From an optimization exercise on the open Yosys and OpenROAD flow, aimed at small area; shortcuts taken in it are not production practice.
RTL that was checked went through simulation tests only; none was proved equivalent to the original.
No driver is modelled on the clock port, so clock power and skew are understated where the tree is cut down; a real chip needs a root buffer or a tree.
No activity file was given, so power comes from the tool's default toggle rates.

## acorn_prng
module acorn_prng (
    input clk,
    input reset,
    input wire load,
    input wire [1:0] select,
    input wire [11:0] gpio_seed,
    input wire [11:0] LA1_seed,
    output reg [11:0] out,
    output [12:0] io_oeb,
    output wire reset_out
);
assign io_oeb = 13'b0;
assign reset_out = reset;
reg [11:0] seed;
reg [3:0]  counter;
reg        first;           
reg [11:0] ring [0:13];
wire c0   = (counter == 4'd0);
wire c15  = (counter == 4'd15);
wire step = ~(counter[3] & counter[2] & counter[1]);    
wire [11:0] opa = c0  ? seed : ring[0];
wire [11:0] opb = c15 ? out  : (first ? 12'd0 : ring[1]);
wire [11:0] sum = opa + opb;
integer i;
always @(posedge clk) begin
	if (!load && step) begin
		ring[0] <= sum;
		for (i = 1; i < 13; i = i + 1)
			ring[i] <= ring[i+1];
		ring[13] <= ring[0];
	end
end
always @(posedge clk) begin
	if (reset) begin
		counter <= 0;
		first   <= 1'b1;
		out     <= 0;
		seed    <= 0;
	end else if (load) begin
		case (select)
			2'b00: seed <= 12'h801;
			2'b01: seed <= gpio_seed;
			2'b10: seed <= LA1_seed;
			2'b11: seed <= 12'hfff;
		endcase
	end else begin
		counter <= counter + 1'b1;
		if (c15) begin
			out   <= sum;
			first <= 1'b0;
		end
	end
end
endmodule
export LEC_CHECK = 0
export CAP_MARGIN = 20
export CORE_MARGIN = 2
export CORE_UTILIZATION = 40
export SLEW_MARGIN = 20
create_clock -name core_clock -period 5.0 [get_ports {clk}]
standard.sh (not shown) runs the stock make flow with config.mk's settings and CLKGATE_MAP_FILE= SYNTH_SCRIPT=/design/flow/synth_recipe.tcl, a recipe that flattens the netlist after the stock synthesis.
==> flow/flow/run.sh <==
#!/bin/bash
set -euo pipefail
export BUFFER_PORTS_ARGS="-buffer_cell sky130_fd_sc_hd__buf_1"
export CTS_ARGS="-sink_clustering_enable -repair_clock_nets -dont_use_dummy_load -sink_clustering_size 30 -sink_clustering_max_diameter 100 -buf_list sky130_fd_sc_hd__clkbuf_8"
bash standard.sh > standard.log 2>&1
The starting point finished clean.
Edit:
==> flow/flow/run.sh (replaced) <==
#!/bin/bash
set -euo pipefail
export BUFFER_PORTS_ARGS="-buffer_cell sky130_fd_sc_hd__buf_1"
export CTS_ARGS="-sink_clustering_enable -repair_clock_nets -dont_use_dummy_load -sink_clustering_size 50 -sink_clustering_max_diameter 150 -buf_list sky130_fd_sc_hd__clkbuf_16"
bash standard.sh > standard.log 2>&1
After rerunning: Cell area increases by a few percent; routed wire length increases slightly; flip-flop and latch count does not change; total power increases by roughly a tenth; synthesized area does not change; critical path depth does not change; worst setup slack got worse by 0.0070 ns; clock skew decreases by 0.010 ns; worst hold slack improved by 0.0056 ns; sequential power hardly moves; sequential share of layout area decreases by 1.7 points.
Edit:
==> flow/run.sh (new file) <==
#!/bin/bash
# synth_recipe.tcl (not shown) runs the flow's synth.tcl, then flattens the netlist and writes it again
# the make line also repeats each setting of config.mk as NAME=value (left out here)
make -C /OpenROAD-flow-scripts/flow DESIGN_CONFIG=/design/flow/config.mk WORK_HOME=/design/flow/orfs CLKGATE_MAP_FILE= SYNTH_SCRIPT=/design/flow/synth_recipe.tcl finish
Settings changed: ABC_AREA set to 1, CORE_UTILIZATION 40 to 60, CTS_BUF_LIST set to sky130_fd_sc_hd__clkbuf_4 sky130_fd_sc_hd__clkbuf_8.
removed: flow/flow/run.sh
removed: flow/standard.sh
=>
- power climbs slightly
- final area went up by a few percent
- global-route usage climbs by 5.6 points
Edit:
Settings changed: ABC_AREA 1 to not set, CORE_UTILIZATION 60 to 40, CTS_BUF_LIST sky130_fd_sc_hd__clkbuf_4 sky130_fd_sc_hd__clkbuf_8 to not set.
Effect: The new run ran to the end with no violations. Utilization came out lower by 22 points. Setup slack improves by 0.23 ns. Total power came out higher by 6.9%. Final cell count drops by 2.9%. Final area stays flat. Routed wire length goes up by 5.4%. Register-to-register slack gets worse by 0.33 ns. Global-route usage drops by 5.7 points. Synthesized cell count fell by 16%. Synthesized area is lower by 3.6%. Via count falls by 8.7%.
Edit:
==> flow/flow/run.sh (new file) <==
#!/bin/bash
set -euo pipefail
export BUFFER_PORTS_ARGS="-buffer_cell sky130_fd_sc_hd__buf_1"
export CTS_ARGS="-sink_clustering_enable -repair_clock_nets -dont_use_dummy_load -buf_list sky130_fd_sc_hd__clkbuf_8"
bash standard.sh > standard.log 2>&1
==> flow/standard.sh (new file) <==
#!/bin/bash
# synth_recipe.tcl (not shown) runs the flow's synth.tcl, then flattens the netlist and writes it again
# the make line also repeats each setting of config.mk as NAME=value (left out here)
make -C /OpenROAD-flow-scripts/flow DESIGN_CONFIG=/design/flow/config.mk WORK_HOME=/design/flow/orfs CLKGATE_MAP_FILE= SYNTH_SCRIPT=/design/flow/synth_recipe.tcl "${@:-finish}"
removed: flow/run.sh
The changed run finished clean. Critical path depth decreases by 1. Via count fell by 0.50%. Sequential share of layout area is higher by 5.6 points.

---

Setup of v17:
Another version of the RTL of acorn_prng (not shown whole).
Size: ~580 cells after synthesis, roughly 200 flip-flops, ~0.0070 sq mm of cells after synthesis.
==> flow/config.mk <==
export PLATFORM = sky130hd
export DESIGN_NAME = acorn_prng
export DESIGN_NICKNAME = acorn_prng
export VERILOG_FILES = /design/flow/design.v
export SDC_FILE = /design/flow/constraint.sdc
export NUM_CORES = 4
export LEC_CHECK = 0
export CAP_MARGIN = 20
export CORE_MARGIN = 2
export CORE_UTILIZATION = 55
export SLEW_MARGIN = 20
==> flow/constraint.sdc <==
create_clock -name core_clock -period 5.0 [get_ports {clk}]
set_input_delay 1.0000 -clock core_clock [delete_from_list [all_inputs] [get_ports {clk}]]
set_output_delay 1.0000 -clock core_clock [all_outputs]
set_load 0.01 [all_outputs]
==> flow/flow/run.sh <==
#!/bin/bash
set -euo pipefail
export BUFFER_PORTS_ARGS="-buffer_cell sky130_fd_sc_hd__buf_1"
export CTS_ARGS="-sink_clustering_enable -repair_clock_nets -dont_use_dummy_load -buf_list sky130_fd_sc_hd__clkbuf_8"
bash standard.sh > standard.log 2>&1
Relative to v17, the following input files were edited for v54:
diff --git a/flow/config.mk b/flow/config.mk
--- a/flow/config.mk
+++ b/flow/config.mk
@@ -7,5 +7,6 @@
 export LEC_CHECK = 0
+export ABC_AREA = 1
 export CAP_MARGIN = 20
 export CORE_MARGIN = 2
-export CORE_UTILIZATION = 55
+export CORE_UTILIZATION = 40
 export SLEW_MARGIN = 20
Results
Height of the die in v54 is 30 microns higher than in v17
Compared to v17, v54 shows a wider setup margin.
v54 against v17; tap cell instance count is up by more than half.
Worst endpoint required time, v17 and v54: lower on v17
Share of final layout cell area taken by clock buffers and inverters ended up 0.45 points lower on v54 than on v17.
Per the comparison of v54 with v17, final critical-path share of the clock period shows a reduction of 0.21 points, growth of design area from synthesis to finish shows an increase of 0.27 points, simple-gate portion of the synthesized area shows an increase of 2.1 points, proportion of power drawn by the clock network shows a reduction of 2.0 points, utilization shows a reduction of 16 points.
What v50 does differently from v54 at the input level:
diff --git a/flow/config.mk b/flow/config.mk
--- a/flow/config.mk
+++ b/flow/config.mk
@@ -7,3 +7,2 @@
 export LEC_CHECK = 0
-export ABC_AREA = 1
 export CAP_MARGIN = 20
Results
- Against v54, standard-cell row count in v50 fell by a little under 10%.
- Against v54, the final cell area of v50 is lower.
- On proportion of cell area occupied by multi-input gates, the lower figure sits with v54, not v50.
- The average cell area after synthesis number comes out lower for v54 vs v50.
- v54 -> v50: net switching power of the design decreased by more than 10%
- Delta (v50 minus v54): sequential group share of total power increased by 6.9 points relative to the old numbers, tap cell count decreased by 45 relative to the old numbers.
- Relative to v54, the total chip power measured on v50 has decreased by a little under 10%.
- Diff v54 -> v50: instance count of the mapped netlist now smaller, final estimated routing congestion in global placement now smaller.
- The utilization of the core after routing number comes out lower for v54 vs v50.

---

P:
acorn_prng, a different RTL version from the one above (not shown whole).
Size in the first run: ~400 cells after synthesis, ~55 I/O pins, ~7000 um^2 of cells after synthesis.
## acorn_prng
module acorn_prng (
    input clk,
    input reset,
    input wire load,
    input wire [1:0] select,
    input wire [11:0] gpio_seed,
    input wire [11:0] LA1_seed,
    output reg [11:0] out,
    output [12:0] io_oeb,
    output wire reset_out
);
clock: 5.0 ns
lec_check: 0
cap_margin: 20
core_margin: 2
core_utilization: 40
slew_margin: 20
==> flow/flow/run.sh <==
#!/bin/bash
set -euo pipefail
export BUFFER_PORTS_ARGS="-buffer_cell sky130_fd_sc_hd__buf_1"
export CTS_ARGS="-repair_clock_nets -dont_use_dummy_load -buf_list sky130_fd_sc_hd__clkbuf_8"
bash standard.sh > standard.log 2>&1
Relative to P, the following input files were edited for Q:
==> flow/flow/run.sh <==
#!/bin/bash
set -euo pipefail
export BUFFER_PORTS_ARGS="-buffer_cell sky130_fd_sc_hd__buf_1"
export CTS_ARGS="-sink_clustering_enable -repair_clock_nets -dont_use_dummy_load -sink_buffer_max_cap_derate 1.0 -buf_list sky130_fd_sc_hd__clkbuf_8"
bash standard.sh > standard.log 2>&1
[summary]
From Q to P, overall overflow remaining after global route did not move at all.
Reported for P and Q, max-capacitance violation count turned out identical to the last digit.
Diff P..Q | overall routed net length | unchanged
Minimum period implied by the final worst setup slack: P vs Q identical
As far as final area goes, P and Q are indistinguishable; the numbers are identical.
Comparing P against Q, there is no change at all in number of detailed-route iterations in the first pass.
No run of this note included a check of the RTL's function; only the layout flow was run.

---

Setup of build 54:
The RTL this note starts from:
==> flow/design.v <==
`default_nettype none
`timescale 1ns/1ps
module acorn_prng (
    input clk,
    input reset,
    input wire load,
    input wire [1:0] select,
    input wire [11:0] gpio_seed,
    input wire [11:0] LA1_seed,
    output reg [11:0] out,
    output [12:0] io_oeb,
    output wire reset_out
);
assign io_oeb = 13'b0;
assign reset_out = reset;
reg [11:0] seed;
reg [3:0]  counter;
reg [11:0] ring [0:13];
reg        c0;              
reg        c15;             
reg        rdb;             
wire step = ~(counter[3] & counter[2] & counter[1]);    
wire [11:0] opa = c0  ? seed : ring[0];
wire [11:0] opb = ({12{c15}} & out) | ({12{rdb}} & ring[1]);
wire [12:0] cy;
wire [11:0] sum;
assign cy[0] = 1'b0;
genvar g;
generate
	for (g = 0; g < 12; g = g + 1) begin : add
		assign sum[g]  = opa[g] ^ opb[g] ^ cy[g];
		assign cy[g+1] = (opa[g] & opb[g]) | (cy[g] & (opa[g] ^ opb[g]));
	end
endgenerate
wire        sh = ~load & step;
wire        hd = load | c15 | (counter == 4'd14);    
wire [11:0] ring_nx [0:13];
genvar r;
generate
	for (r = 0; r < 14; r = r + 1) begin : rg
		wire [11:0] src = (r == 0) ? sum : (r == 13) ? ring[0] : ring[(r + 1) % 14];
		assign ring_nx[r] = ({12{sh}} & src) | ({12{hd}} & ring[r]);
		always @(posedge clk)
			ring[r] <= ring_nx[r];
	end
endgenerate
wire        ld     = load & ~reset;
wire        ld_g   = ld & ~select[1] &  select[0];
wire        ld_l   = ld &  select[1] & ~select[0];
wire        ld_f   = ld &  select[1] &  select[0];
wire        ld_e   = ld & (select[1] ~^ select[0]);
wire        keep_s = ~load & ~reset;
wire [11:0] seed_nx = ({12{ld_g}} & gpio_seed) | ({12{ld_l}} & LA1_seed)
                    | {ld_e, {10{ld_f}}, ld_e} | ({12{keep_s}} & seed);
wire        upd    = ~reset & ~load & c15;
wire        keep_o = ~reset & (load | ~c15);
wire [11:0] out_nx = ({12{upd}} & sum) | ({12{keep_o}} & out);
wire        run      = ~reset & ~load;
wire [3:0]  cnt_nx   = reset ? 4'd0 : run ? counter + 1'b1 : counter;
wire        c15_nx   = reset ? 1'b0 : run ? (counter == 4'd14) : c15;
always @(posedge clk) begin
	seed    <= seed_nx;
	out     <= out_nx;
	counter <= cnt_nx;
	c0      <= reset ? 1'b1 : run ? c15 : c0;
	c15     <= c15_nx;
	rdb     <= reset ? 1'b0 : (run & c15) ? 1'b1 : (run & (counter == 4'd14)) ? 1'b0 : rdb;
end
endmodule
export LEC_CHECK = 0
export CAP_MARGIN = 20
export CORE_MARGIN = 2
export CORE_UTILIZATION = 40
export PLACE_DENSITY = 0.75
export SLEW_MARGIN = 20
create_clock -name core_clock -period 5.0 [get_ports {clk}]
==> flow/flow/run.sh <==
#!/bin/bash
set -euo pipefail
here=$(pwd)
export BUFFER_PORTS_ARGS="-buffer_cell sky130_fd_sc_hd__buf_1"
export CTS_ARGS="-sink_clustering_enable -repair_clock_nets -dont_use_dummy_load -buf_list sky130_fd_sc_hd__clkbuf_8"
export POST_CTS_TCL="$here/flow/post_cts.tcl"
bash standard.sh > standard.log 2>&1
Other scripts of this flow, unchanged in this note and not shown: flow/flow/mytree.tcl, flow/flow/post_cts.tcl
### build 54 -> build 89
- clearing PLACE_DENSITY, which used to be 0.75
- swapping 40 for 60 in CORE_UTILIZATION
## What came out
When the final numbers for build 54 and build 89 were put side by side, the final clock period utilization by the worst path turned out to be greater in build 54.
[diff] overall power after layout, build 89 relative to build 54: improvement
Cmp build 54 and build 89 / cell leakage power / higher: build 89
Edits applied to the flow inputs when going from build 89 to build 92:
- changing CORE_UTILIZATION from 60 to 40
- setting GPL_TIMING_DRIVEN to 0 for the first time
--- outcome ---
Higher fraction of power consumed by the clock network was reported by build 92, not build 89. Re growth of design area from synthesis to finish: build 89 and build 92 aren't equal, and the higher value belongs to build 92. Going from build 89 to build 92, area of combinational cells with multiple inputs -0.57%; max-cap check violation count stayed essentially flat; total iterations of the first detailed-routing run moved down; setup clock skew after layout moved up.
## Diff of input files: build 28 against build 92
- clearing GPL_TIMING_DRIVEN, which used to be 0
Findings:
In summary, build 28 completed successfully, with a layout that passed the timing, design-rule and antenna checks.
The maximum clock frequency of build 28 is higher than that of build 92.
Run comparison: build 92 most used routing layer in global routing met2; build 28 most used routing layer in global routing met1
Per the comparison of build 28 with build 92, power decreased 1.8%; worst endpoint data arrival time dropped 0.07 ns; number of vias after detailed routing fell by 2.3%; final cell utilization of the core decreased by 2.0 points relative to the old numbers.
No run of this note takes its clock network from TritonCTS; it comes from the design's own scripts or RTL.

[re-timing with driven ports]
Ports are ideal in the flow. The routed layouts listed here were re-timed in OpenROAD.
Step 1, drivers: a clkbuf_16 drives clk and a buf_2 each remaining input, both assumed.
Step 2 adds t to the input delays and takes it off the output delays; t is the mean of the earliest and latest rising clock arrival at the registers after step 1. Input paths then give back, and output paths get back, about the clock's delay inside the block.
Three values: no drivers, after step 1, after step 2; two values: the first two.
| run | t, ns | setup WS [ns] | worst register clock-pin slew, ns |
|---|---|---|---|
| the first run of note 1 | 0.471 | 1.863 / 1.863 / 1.863 | 0.09 / 0.09 |
| the second run of note 1 | 0.459 | 1.856 / 1.856 / 1.856 | 0.07 / 0.07 |
| the third run of note 1 | 0.503 | 1.603 / 1.572 / 1.514 | 0.09 / 0.09 |
| the fourth run of note 1 | 0.469 | 1.834 / 1.834 / 1.699 | 0.08 / 0.08 |
| the fifth run of note 1 | 0.471 | 1.863 / 1.863 / 1.863 | 0.09 / 0.09 |
| v17 | 0.472 | 0.145 / 0.145 / 0.145 | 0.09 / 0.09 |
| v54 | 0.483 | 0.156 / 0.156 / 0.156 | 0.11 / 0.11 |
| v50 | 0.469 | 0.131 / 0.131 / 0.131 | 0.10 / 0.10 |
| P | 0.470 | 0.084 / 0.084 / 0.084 | 0.10 / 0.10 |
| Q | 0.470 | 0.084 / 0.084 / 0.084 | 0.10 / 0.10 |
| build 54 | 0.461 | 0.109 / 0.109 / 0.109 | 0.12 / 0.12 |
| build 89 | 0.459 | 0.161 / 0.161 / 0.161 | 0.12 / 0.12 |
| build 92 | 0.481 | 0.059 / 0.059 / 0.059 | 0.12 / 0.12 |
| build 28 | 0.467 | 0.109 / 0.109 / 0.109 | 0.11 / 0.11 |
After both steps setup and hold are still met in every run listed. The setup slack of the fourth run of note 1, which loses most, moves by 0.000 ns with the drivers and by -0.135 ns with both steps.
